What follows belongs to an exercise in optimizing a design on an open flow for small area and a short achievable clock period; a production flow would make more cautious choices.
Function was checked by simulation only, so behaviour that the tests miss may differ from the original.

==> flow/design.v (outline; a module is shown in full before it is edited, if it fits) <==
// module ConvolutionModule: 4299 lines
// module FA: 4 lines
// module HA: 4 lines
// module AOI22: 3 lines
// module AOI222: 4 lines
// module sqrt: 333 lines
// module Coprocessor: 23 lines
// module Triple: 655 lines
// module FilterPipe: 73 lines
module FilterPipe (
    input  wire         clk,
    input  wire         rst,
    input  wire         in_valid,
    input  wire [2:0]   op_code,
    input  wire [1:0]   matrix_size,
    input  wire [199:0] matrix_a,
    input  wire [199:0] matrix_b,
    input  wire [199:0] matrix_c,
    output reg          out_valid,
    output reg  [7:0]   result
);
  // ...
==> flow/flow/run.sh <==
#!/bin/bash
# The standard layout (the standard.sh: ORFS from synthesis to finish) with
# two changes: the buffers that ABC inserted are removed at floorplan
# (REMOVE_ABC_BUFFERS=1, as global placement is not timing driven here), and
# the port buffers that global placement inserts are sky130_fd_sc_hd__buf_1.
# make's output goes to standard.log; ORFS keeps each step's log under orfs/logs.
set -euo pipefail
export BUFFER_PORTS_ARGS="-buffer_cell sky130_fd_sc_hd__buf_1"
bash standard.sh REMOVE_ABC_BUFFERS=1 finish > standard.log 2>&1
==> flow/standard.sh <==
#!/bin/bash
# synth_recipe.tcl (not shown) runs the flow's synth.tcl, then flattens the netlist and writes it again
# the make line also repeats each setting of config.mk as NAME=value (left out here)
make -C /OpenROAD-flow-scripts/flow DESIGN_CONFIG=/design/flow/config.mk WORK_HOME=/design/flow/orfs CLKGATE_MAP_FILE= SYNTH_SCRIPT=/design/flow/synth_recipe.tcl "${@:-finish}"
==> flow/config.mk <==
export PLATFORM = sky130hd
export DESIGN_NAME = FilterPipe
export DESIGN_NICKNAME = FilterPipe
export VERILOG_FILES = /design/flow/design.v
export SDC_FILE = /design/flow/constraint.sdc
export NUM_CORES = 8
export LEC_CHECK = 0
export CAP_MARGIN = 20
export CELL_PAD_IN_SITES_DETAIL_PLACEMENT = 1
export CORE_MARGIN = 2
export CORE_UTILIZATION = 40
export CTS_CLUSTER_DIAMETER = 80
export CTS_CLUSTER_SIZE = 30
export GPL_TIMING_DRIVEN = 0
export PLACE_DENSITY_LB_ADDON = 0.1
export SLEW_MARGIN = 20
export SYNTH_HIERARCHICAL = 1
==> flow/constraint.sdc <==
create_clock -name core_clock -period 190.0 [get_ports {clk}]
set_input_delay 38.0000 -clock core_clock [delete_from_list [all_inputs] [get_ports {clk}]]
set_output_delay 38.0000 -clock core_clock [all_outputs]
set_load 0.01 [all_outputs]
==> run_results.csv, run 1 <==
group,metric,value,unit
timing,finalCritPeriodShare,0.206,
die,core,222000,um2
final_layout,multi_input_area,73300,um2
final_layout,multi_input_area_share,0.780,
die,io_pins,617,
global_route,antenna_found_initial,22,
clocking,clockBufferDepth,3,
clocking,clock_latency,0.71,ns
global_route,grt_pass1_vias,73700,
route,wl_met3,70300,um
timing,timing.hold.ws,0.345,ns
timing,rsz0062_at_grt,"false",
worst_setup_path,crit_arrival,1.20,ns
run_status,status,"no timing/DRC/antenna violations",
route,top_layer,"met5",
worst_setup_path,critPathBufInv,1,
timing,setup_tns,0,ns
final_layout,biggestRegsByFlops,"a_r x200, b_r x200, c_r x200",
timing,fmax,25.5,MHz
final_layout,final_common_cell,"fa_1",
final_layout,buffers,624,
logic_synthesis,synth.avg_cell_area,12.9,um2
final_layout,seq_share,0.135,
placement,placed_cell_area,92500,um2
worst_setup_path,rrSetupSlack,167.01,ns
timing,setup_violations,0,
worst_hold_path,min-delay-start,"is6_r",
final_layout,buffer_area_frac,0.0263,
timing,tightestPinTransition,1.27,ns
run,max-cap-violations,0,
==> run 2, diff against run 1 <==
--- a/flow/config.mk
+++ b/flow/config.mk
@@ -9,8 +9,8 @@
 export CELL_PAD_IN_SITES_DETAIL_PLACEMENT = 1
 export CORE_MARGIN = 2
 export CORE_UTILIZATION = 40
-export CTS_CLUSTER_DIAMETER = 80
-export CTS_CLUSTER_SIZE = 30
+export CTS_CLUSTER_DIAMETER = 60
+export CTS_CLUSTER_SIZE = 20
 export GPL_TIMING_DRIVEN = 0
 export PLACE_DENSITY_LB_ADDON = 0.1
 export SLEW_MARGIN = 20
==> run 2 against run 1 <==
Still clean; sequential cell count unchanged; global-route usage about the same; non-clock buffer count unchanged; register-to-register slack about the same; count of clock-buffer cells in the layout up 16; die area unchanged; clock skew down 0.0065 ns; critical path type unchanged.
==> run_results.csv, run 2 <==
group,metric,value,unit
worst_setup_path,critPathTopFamily,"flip-flops",
global_route,antenna_found_initial,19,
global_route,grt_pass1_vias,73900,
worst_setup_path,path_class,"reg -> out",
clocking,clk_pin_slew,0.07,ns
route,detail-route-antenna-nets,0,
clocking,cts-resized-gates,0,
global_route,grt_pass1_wl,702000,um
final_layout,fillCellCount,23300,
route,drc,0,
route,wirelength,543000,um
worst_setup_path,critPathMaxFanout,1,
worst_setup_path,critPathLaunchType,"flop",
worst_setup_path,r2r-start,"ay_m[0]",
worst_setup_path,crit_path_end_kind,"output port",
final_layout,nets,10400,
placement,dp.cells,10100,
clocking,cts_max_level,2,
worst_setup_path,cp.required,152.00,ns
clocking,postCtsHoldBufs,0,
worst_hold_path,hold_end,"is6_m",
route,wl_per_cell,53.2,um
logic_synthesis,synth_area,89100,um2
final_layout,drive_gt1_frac,0.0369,
final_layout,biggestRegsByFlops,"a_r x200, b_r x200, c_r x200",
die,die_area,226000,um2
run_status,status,"no timing/DRC/antenna violations",
clocking,root_buffer,"clkbuf_16",
die,num_rows,173,
placement,post-dp-hpwl,475000,um
global_route,grt.total_usage,0.477,
die,io_pins,617,
final_layout,final_cell_mix,"fa_1 (2,488), a222oi_1 (1,050), nand2_1 (1,025)",
worst_setup_path,cp_slowest_cell,"dfxtp_1",
placement,place_congestion,1.12,
timing,finalCritPeriodShare,0.206,
placement,dp_slack,150.36,ns
timing,timing.final.ws_setup,150.79,ns
route,first_pass_iters,17,
timing,setup_tns,0,ns
timing,slew_headroom,0.167,
die,start_util,0.401,
clocking,cts_buffers,48,
global_route,grt_overflow,0,
timing,drv_slew,0,
timing,rsz0062_at_grt,"false",
global_route,grt_max_degree,55,
logic_synthesis,synth.avg_cell_area,12.9,um2
timing,fmax,25.5,MHz
worst_setup_path,critPathBufInv,1,
worst_setup_path,crit_arrival,1.21,ns
worst_setup_path,r2r-end,"result[0]",
timing,setup_violations,0,
run,max-cap-violations,0,
clocking,clock_sinks,634,
worst_hold_path,min-delay-start,"is6_r",
logic_synthesis,postSynthCellCount,6929,
worst_setup_path,critPathMaxStageDelay,0.32,ns
worst_hold_path,hold_class,"reg -> reg",
worst_setup_path,crit_path_cell_trace,"buf_1",
clocking,clockBufferDepth,3,
clocking,cts_setup_buffers,0,
logic_synthesis,yosys_warnings,7,
worst_setup_path,rrSetupSlack,167.01,ns
route,drt_iter0_drc,17600,
timing,fin_skew,0.0240,ns
worst_hold_path,hold_depth,0,
clocking,cts_tree,"done",
placement,port_buffers,616,
die,die_h,476,um
die,core,222000,um2
clocking,clock_latency,0.72,ns
final_layout,final_common_cell,"fa_1",
timing,finalHoldViolations,0,
route,vias,72800,
die,dieWidth,476,um
route,vias_per_cell,7.13,
worst_setup_path,r2r_cells,64,
timing,tightestPinTransition,1.25,ns
final_layout,area_growth,5.78,%
final_layout,final_cells,10200,
timing,fin_crit,39.22,ns
==> run 2: how the worst max path moves through the flow <==
stage                        start         to  cells past startpoint
global placement    matrix_size[1]    a_r[84]                      3
finish                   result[0]  result[0]                      1
CTS                      result[2]  result[2]                      1
floorplan           matrix_size[1]   a_r[100]                      2
global route             result[2]  result[2]                      1
detailed placement  matrix_size[0]    a_r[81]                      5
==> run 2: layout make-up <==
type,count,area (um2),area share
tap,2975,3720,0.0395
clock inverter,26,343,0.00364
clock buffer,55,1260,0.0134
sequential,634,12700,0.135
multi-input combinational,5777,73300,0.778
antenna,11,27.5,0.000292
inverter,113,424,0.00450
timing repair buffer,624,2460,0.0262
==> run 2: routing by layer <==
| layer | global-route usage | share of wire | vias up |
|---|---|---|---|
| met1 | 0.613 | 0.36 | 39300 |
| met5 | 0 | 0.00028 | - |
| met2 | 0.679 | 0.42 | 6323 |
| li1 | - | - | 25900 |
| met3 | 0.157 | 0.13 | 1188 |
| met4 | 0.331 | 0.090 | 24 |
==> run 2: stage by stage <==
stage	hold WS (ns)	area [um2]	util
3_3_place_gp	0.319	92400	0.416
2_1_floorplan	0.310	86400	-
4_1_cts	0.341	94200	0.424
5_1_grt	0.358	94200	0.424
6_report	0.342	94200	0.425
3_5_place_dp	0.323	92500	0.417
==> run 3, diff against run 2 <==
==> flow/flow/run.sh (replaced) <==
#!/bin/bash
# The standard layout (the standard.sh: ORFS from synthesis to finish) with
# three changes:
#  - ABC maps the logic for a load of 1 (ABC_LOAD_IN_FF=1) instead of the
#    platform's 5, so it does not upsize the small AOI cells it maps;
#  - the buffers that ABC inserted are removed at floorplan
#    (REMOVE_ABC_BUFFERS=1, as global placement is not timing driven here);
#  - the port buffers that global placement inserts are sky130_fd_sc_hd__buf_1.
# make's output goes to standard.log; ORFS keeps each step's log under orfs/logs.
set -euo pipefail
export BUFFER_PORTS_ARGS="-buffer_cell sky130_fd_sc_hd__buf_1"
bash standard.sh ABC_LOAD_IN_FF=1 REMOVE_ABC_BUFFERS=1 finish > standard.log 2>&1
--- a/flow/config.mk
+++ b/flow/config.mk
@@ -9,8 +9,8 @@
 export CELL_PAD_IN_SITES_DETAIL_PLACEMENT = 1
 export CORE_MARGIN = 2
 export CORE_UTILIZATION = 40
-export CTS_CLUSTER_DIAMETER = 60
-export CTS_CLUSTER_SIZE = 20
+export CTS_CLUSTER_DIAMETER = 80
+export CTS_CLUSTER_SIZE = 30
 export GPL_TIMING_DRIVEN = 0
 export PLACE_DENSITY_LB_ADDON = 0.1
 export SLEW_MARGIN = 20
==> run 3 against run 2 <==
Die area down 0.86%; final cell count shrank 1.2%; maximum frequency hardly changed; final area fell by 1.3%; wire length up 0.75%; critical path depth stayed put.
==> run_results.csv, run 3 <==
group,metric,value,unit
final_layout,final_common_cell,"fa_1",
logic_synthesis,postSynthCellCount,6928,
route,wl_per_cell,54.2,um
clocking,cts_buffers,35,
clocking,clock_latency,0.70,ns
final_layout,final_cell_mix,"fa_1 (2,488), a222oi_1 (1,050), nand2_1 (1,025)",
timing,drv_slew,0,
global_route,grt_pass1_vias,73600,
worst_setup_path,r2r-end,"result[0]",
route,wirelength,547000,um
global_route,grt_overflow,0,
die,dieWidth,474,um
clocking,clockBufferDepth,3,
worst_setup_path,path_class,"reg -> out",
clocking,postCtsHoldBufs,0,
timing,setup_tns,0,ns
worst_hold_path,min-delay-start,"is6_r",
die,num_rows,172,
logic_synthesis,synth.avg_cell_area,12.7,um2
die,core,220000,um2
die,die_h,474,um
clocking,root_buffer,"clkbuf_16",
run_status,status,"no timing/DRC/antenna violations",
route,vias_per_cell,7.20,
route,detail-route-antenna-nets,0,
placement,placed_cell_area,91600,um2
worst_setup_path,r2r-start,"ay_m[1]",
timing,rsz0062_at_grt,"false",
timing,fmax,25.5,MHz
die,die_area,224000,um2
worst_hold_path,hold_end,"is6_m",
final_layout,drive_gt1_frac,0.0144,
global_route,grt_max_degree,48,
final_layout,design_area,93000,um2
clocking,clk_pin_slew,0.11,ns
clocking,cts_setup_buffers,0,
die,start_util,0.402,
worst_setup_path,crit_arrival,1.25,ns
worst_setup_path,cp_slowest_cell,"dfxtp_1",
worst_setup_path,crit_path_cell_trace,"buf_1",
route,first_pass_iters,17,
route,vias,72700,
timing,setup_violations,0,
worst_setup_path,cp.required,152.00,ns
worst_setup_path,critPathMaxStageDelay,0.33,ns
timing,slew_headroom,0.149,
worst_setup_path,critPathLaunchType,"flop",
clocking,cts_max_level,2,
worst_hold_path,hold_depth,0,
worst_setup_path,crit_path_end_kind,"output port",
clocking,clock_sinks,634,
global_route,grt_pass1_wl,709000,um
worst_setup_path,critPathBufInv,1,
worst_setup_path,r2r_cells,65,
timing,finalHoldViolations,0,
logic_synthesis,synth_area,88300,um2
worst_hold_path,hold_class,"reg -> reg",
timing,fin_skew,0.0539,ns
worst_setup_path,crit_cells,1,
placement,port_buffers,616,
route,drc,0,
final_layout,area_growth,5.32,%
placement,place_congestion,1.12,
timing,tightestPinTransition,1.27,ns
route,drt_iter0_drc,19500,
timing,finalCritPeriodShare,0.207,
worst_setup_path,critPathMaxFanout,1,
clocking,cts-resized-gates,0,
worst_setup_path,critPathTopFamily,"flip-flops",
die,io_pins,617,
timing,fin_crit,39.25,ns
run,max-cap-violations,0,
final_layout,fillCellCount,23100,
logic_synthesis,yosys_warnings,7,
clocking,cts_tree,"done",
global_route,grt.total_usage,0.485,
global_route,antenna_found_initial,28,
placement,post-dp-hpwl,477000,um
final_layout,nets,10400,
worst_setup_path,rrSetupSlack,167.08,ns
final_layout,biggestRegsByFlops,"a_r x200, b_r x200, c_r x200",
==> run 3: area by class of cell <==
type                       instances  area [um2]  area share
antenna                           14        35.0    0.000377
clock buffer                      39         943      0.0101
clock inverter                    21         338     0.00363
inverter                         113         424     0.00456
multi-input combinational       5777       72500       0.780
sequential                       634       12700       0.137
tap                             2871        3590      0.0386
timing repair buffer             623        2440      0.0262
==> run 3: through the flow <==
stage / setup slack (ns) / utilization / hold slack [ns] / cells
2_1_floorplan: 150.51 / - / 0.310 / 6524
3_3_place_gp: 142.56 / 0.417 / 0.322 / 10000
3_5_place_dp: 150.33 / 0.418 / 0.314 / 10000
4_1_cts: 150.66 / 0.423 / 0.367 / 10100
5_1_grt: 150.69 / 0.423 / 0.389 / 10100
6_report: 150.75 / 0.424 / 0.367 / 10100
==> run 3: metal layers <==
metal,GRT usage,vias to the layer above,share of wire
met5,0,-,0.00022
met1,0.630,39200,0.37
met4,0.322,18,0.088
met2,0.687,6354,0.41
li1,-,25900,-
met3,0.162,1183,0.13
==> run 3: how the worst max path moves through the flow <==
stage / startpoint / to / slack, ns
after floorplan: matrix_size[1] / a_r[100] / 150.51
after global placement: matrix_size[1] / a_r[103] / 142.56
after detailed placement: matrix_size[0] / a_r[100] / 150.33
after CTS: result[4] / result[4] / 150.66
after global routing: result[4] / result[4] / 150.69
final: result[4] / result[4] / 150.75
==> module FilterPipe, before the edit <==
module FilterPipe (
    input  wire         clk,
    input  wire         rst,
    input  wire         in_valid,
    input  wire [2:0]   op_code,
    input  wire [1:0]   matrix_size,
    input  wire [199:0] matrix_a,
    input  wire [199:0] matrix_b,
    input  wire [199:0] matrix_c,
    output reg          out_valid,
    output reg  [7:0]   result
);
    wire m2 = matrix_size[1] | matrix_size[0];
    wire m3 = matrix_size[1];
    wire m4 = matrix_size[1] & matrix_size[0];
    wire [199:0] am;
    genvar e;
    generate
        for (e = 0; e < 25; e = e + 1) begin : g_mask
            localparam integer R = e / 5;
            localparam integer C = e % 5;
            localparam integer MX = (R > C) ? R : C;
            if (MX <= 1) begin : g_all
                assign am[8*e +: 8] = matrix_a[8*e +: 8];
            end else if (MX == 2) begin : g_2
                assign am[8*e +: 8] = matrix_a[8*e +: 8] & {8{m2}};
            end else if (MX == 3) begin : g_3
                assign am[8*e +: 8] = matrix_a[8*e +: 8] & {8{m3}};
            end else begin : g_4
                assign am[8*e +: 8] = matrix_a[8*e +: 8] & {8{m4}};
            end
        end
    endgenerate
    reg         v_r, is6_r, is7_r;
    reg [199:0] a_r, b_r, c_r;
    always @(posedge clk) begin
        if (rst) v_r <= 1'b0;
        else     v_r <= in_valid;
        is6_r <= (op_code == 3'd6);
        is7_r <= (op_code == 3'd7);
        a_r   <= am;
        b_r   <= matrix_b;
        c_r   <= matrix_c;
    end
    wire [7:0] ax, ay;
    wire       satx, saty, negx;
    Coprocessor core (
        .am(a_r), .matrix_b(b_r), .matrix_c(c_r),
        .ax(ax), .ay(ay), .satx(satx), .saty(saty), .negx(negx)
    );
    reg        v_m, satx_m, saty_m, negx_m, is6_m, is7_m;
    reg [7:0]  ax_m, ay_m;
    always @(posedge clk) begin
        if (rst) v_m <= 1'b0;
        else     v_m <= v_r;
        satx_m <= satx;
        saty_m <= saty;
        negx_m <= negx;
        is6_m  <= is6_r;
        is7_m  <= is7_r;
        ax_m   <= ax;
        ay_m   <= ay;
    end
    wire [7:0] grad;
    sqrt sqrt_unit (.x(ax_m), .y(ay_m), .out(grad));
    wire [7:0] grad_s = (satx_m | saty_m) ? 8'd255 : grad;
    wire [7:0] lap    = negx_m ? 8'd0 : (satx_m ? 8'd255 : ax_m);
    always @(posedge clk) begin
        if (rst) out_valid <= 1'b0;
        else     out_valid <= v_m;
        result <= is6_m ? lap : (is7_m ? grad_s : 8'd0);
    end
endmodule
==> run 4, diff against run 3 <==
--- a/flow/design.v
+++ b/flow/design.v
@@ -5373,19 +5373,9 @@
         .am(a_r), .matrix_b(b_r), .matrix_c(c_r),
         .ax(ax), .ay(ay), .satx(satx), .saty(saty), .negx(negx)
     );
-    reg        v_m, satx_m, saty_m, negx_m, is6_m, is7_m;
-    reg [7:0]  ax_m, ay_m;
-    always @(posedge clk) begin
-        if (rst) v_m <= 1'b0;
-        else     v_m <= v_r;
-        satx_m <= satx;
-        saty_m <= saty;
-        negx_m <= negx;
-        is6_m  <= is6_r;
-        is7_m  <= is7_r;
-        ax_m   <= ax;
-        ay_m   <= ay;
-    end
+    wire       v_m = v_r, satx_m = satx, saty_m = saty, negx_m = negx;
+    wire       is6_m = is6_r, is7_m = is7_r;
+    wire [7:0] ax_m = ax, ay_m = ay;
     wire [7:0] grad;
     sqrt sqrt_unit (.x(ax_m), .y(ay_m), .out(grad));
     wire [7:0] grad_s = (satx_m | saty_m) ? 8'd255 : grad;
==> run 4 against run 3 <==
Global-route usage down 0.83 points; wire length shrank 1.6%; area after synthesis shrank 0.51%; register-to-register slack worse by 16 ns; critical path depth is the same; largest cell class unchanged; final area shrank 0.77%; final cell count shrank 0.32%; sequential cell count fell by 22; maximum frequency barely moved; die area fell by 0.50%; utilization fell by 0.25 points; still clean on timing, DRC and antenna.
==> run_results.csv, run 4 <==
group,metric,value,unit
placement,place_congestion,1.14,
die,die_area,223000,um2
logic_synthesis,synth_area,87800,um2
route,drc,0,
global_route,grt_overflow,0,
route,wl_per_cell,53.5,um
final_layout,drive_gt1_frac,0.0131,
route,detail-route-antenna-nets,0,
route,wirelength,539000,um
clocking,cts_buffers,28,
clocking,cts-resized-gates,0,
worst_setup_path,crit_arrival,1.23,ns
global_route,antenna_found_initial,24,
worst_setup_path,critPathLaunchType,"flop",
placement,port_buffers,616,
placement,dp.cells,9995,
final_layout,final_cell_mix,"fa_1 (2,488), a222oi_1 (1,050), nand2_1 (1,025)",
timing,timing.hold.ws,0.461,ns
worst_setup_path,critPathTopFamily,"flip-flops",
timing,fmax,25.5,MHz
worst_setup_path,cp_slowest_cell,"dfxtp_1",
timing,finalHoldViolations,0,
clocking,root_buffer,"clkbuf_16",
timing,setup_violations,0,
placement,dp_slack,150.53,ns
final_layout,nets,10300,
timing,tightestPinTransition,1.32,ns
clocking,clockBufferDepth,3,
clocking,clk_pin_slew,0.10,ns
worst_setup_path,critPathBufInv,1,
clocking,clock_sinks,612,
clocking,postCtsHoldBufs,0,
global_route,grt_max_degree,53,
timing,drv_slew,0,
route,vias_per_cell,7.19,
clocking,clock_latency,0.75,ns
final_layout,biggestRegsByFlops,"a_r x200, b_r x200, c_r x200",
worst_setup_path,crit_path_end_kind,"output port",
worst_setup_path,path_class,"reg -> out",
logic_synthesis,postSynthCellCount,6905,
timing,setup_tns,0,ns
route,first_pass_iters,17,
clocking,cts_max_level,1,
global_route,grt.total_usage,0.477,
route,vias,72400,
worst_hold_path,hold_class,"reg -> reg",
global_route,grt_pass1_vias,73700,
clocking,cts_tree,"done",
die,start_util,0.401,
logic_synthesis,synth.avg_cell_area,12.7,um2
worst_setup_path,critPathMaxFanout,1,
worst_setup_path,critPathMaxStageDelay,0.32,ns
die,die_h,473,um
timing,rsz0062_at_grt,"false",
worst_setup_path,cp.required,152.00,ns
die,core,219000,um2
timing,finalCritPeriodShare,0.206,
final_layout,area_growth,5.03,%
global_route,grt_pass1_wl,698000,um
die,io_pins,617,
final_layout,fillCellCount,23000,
clocking,cts_setup_buffers,0,
route,drt_iter0_drc,18900,
final_layout,final_cells,10100,
timing,timing.final.ws_setup,150.77,ns
run,max-cap-violations,0,
timing,fin_skew,0.0331,ns
worst_setup_path,crit_path_cell_trace,"buf_1",
timing,slew_headroom,0.119,
die,num_rows,172,
die,dieWidth,473,um
placement,post-dp-hpwl,472000,um
logic_synthesis,yosys_warnings,7,
timing,fin_crit,39.23,ns
final_layout,final_common_cell,"fa_1",
run_status,status,"no timing/DRC/antenna violations",
[run 4: final cells by class]
cell class	count	area, um2	share of cell area
inverters	113	424	0.00460
multi-input cells	5776	72500	0.786
flip-flops and latches	612	12300	0.133
well taps	2871	3590	0.0389
diodes	16	40.0	0.000434
clock buffers	33	771	0.00835
clock inverters	16	201	0.00218
repair buffers	623	2440	0.0265
[run 4: final timing paths]
check | cells after the start | endpoint | slack, ns | startpoint
max | 1 | result[5] | 150.77 | result[5]
min | 1 | out_valid | 0.46 | v_r
max reg2reg | 97 | result[0] | 151.53 | a_r[9]
min reg2reg | 1 | out_valid | 0.46 | v_r
[run 4: metal layers]
layer  global-route usage  vias to the layer above  routed length [um]
li1                     -                    25800                   -
met1                0.615                    39100              196000
met2                0.673                     6306              221000
met3                0.158                     1160               71200
met4                0.337                       20               49900
met5                    0                        -                 138
[run 4: metrics by stage]
step                area (um2)   util
detailed placement       91200  0.416
floorplan                85200      -
finish                   92300  0.421
global route             92200  0.421
CTS                      92200  0.421
global placement         91100  0.416

[re-timing with driven ports]
The flow's constraints put no driver on any port. The routed layouts listed below were extracted and timed again, unchanged, in two steps. Step 1 sets driving cells, clkbuf_16 on the clock port and buf_2 on the other inputs (assumed; they add their load-dependent delay and slew). Step 2, shift: input delay + t, output delay - t, t = (earliest + latest rising clock arrival at the registers) / 2. This alone moves slack from input paths to output paths. a / b / c = ideal / step 1 / step 2; a / b = the first two.
run	t (ns)	slack for setup (ns)	latest minus earliest clock arrival (ns)	slew at the worst register clock pin (ns)	pins driven straight from the clock port
run 1	0.802	150.800 / 150.695 / 150.351	0.032 / 0.031	0.11 / 0.11	1
run 2	0.813	150.785 / 150.679 / 150.358	0.032 / 0.032	0.08 / 0.08	1
run 3	0.776	150.749 / 150.643 / 150.344	0.054 / 0.054	0.11 / 0.11	1
run 4	0.831	150.770 / 150.666 / 150.543	0.039 / 0.039	0.11 / 0.11	1
After both steps every run listed still meets setup and hold. The setup slack of run 1, which loses most, moves by -0.105 ns with the drivers and by -0.449 ns with both steps.
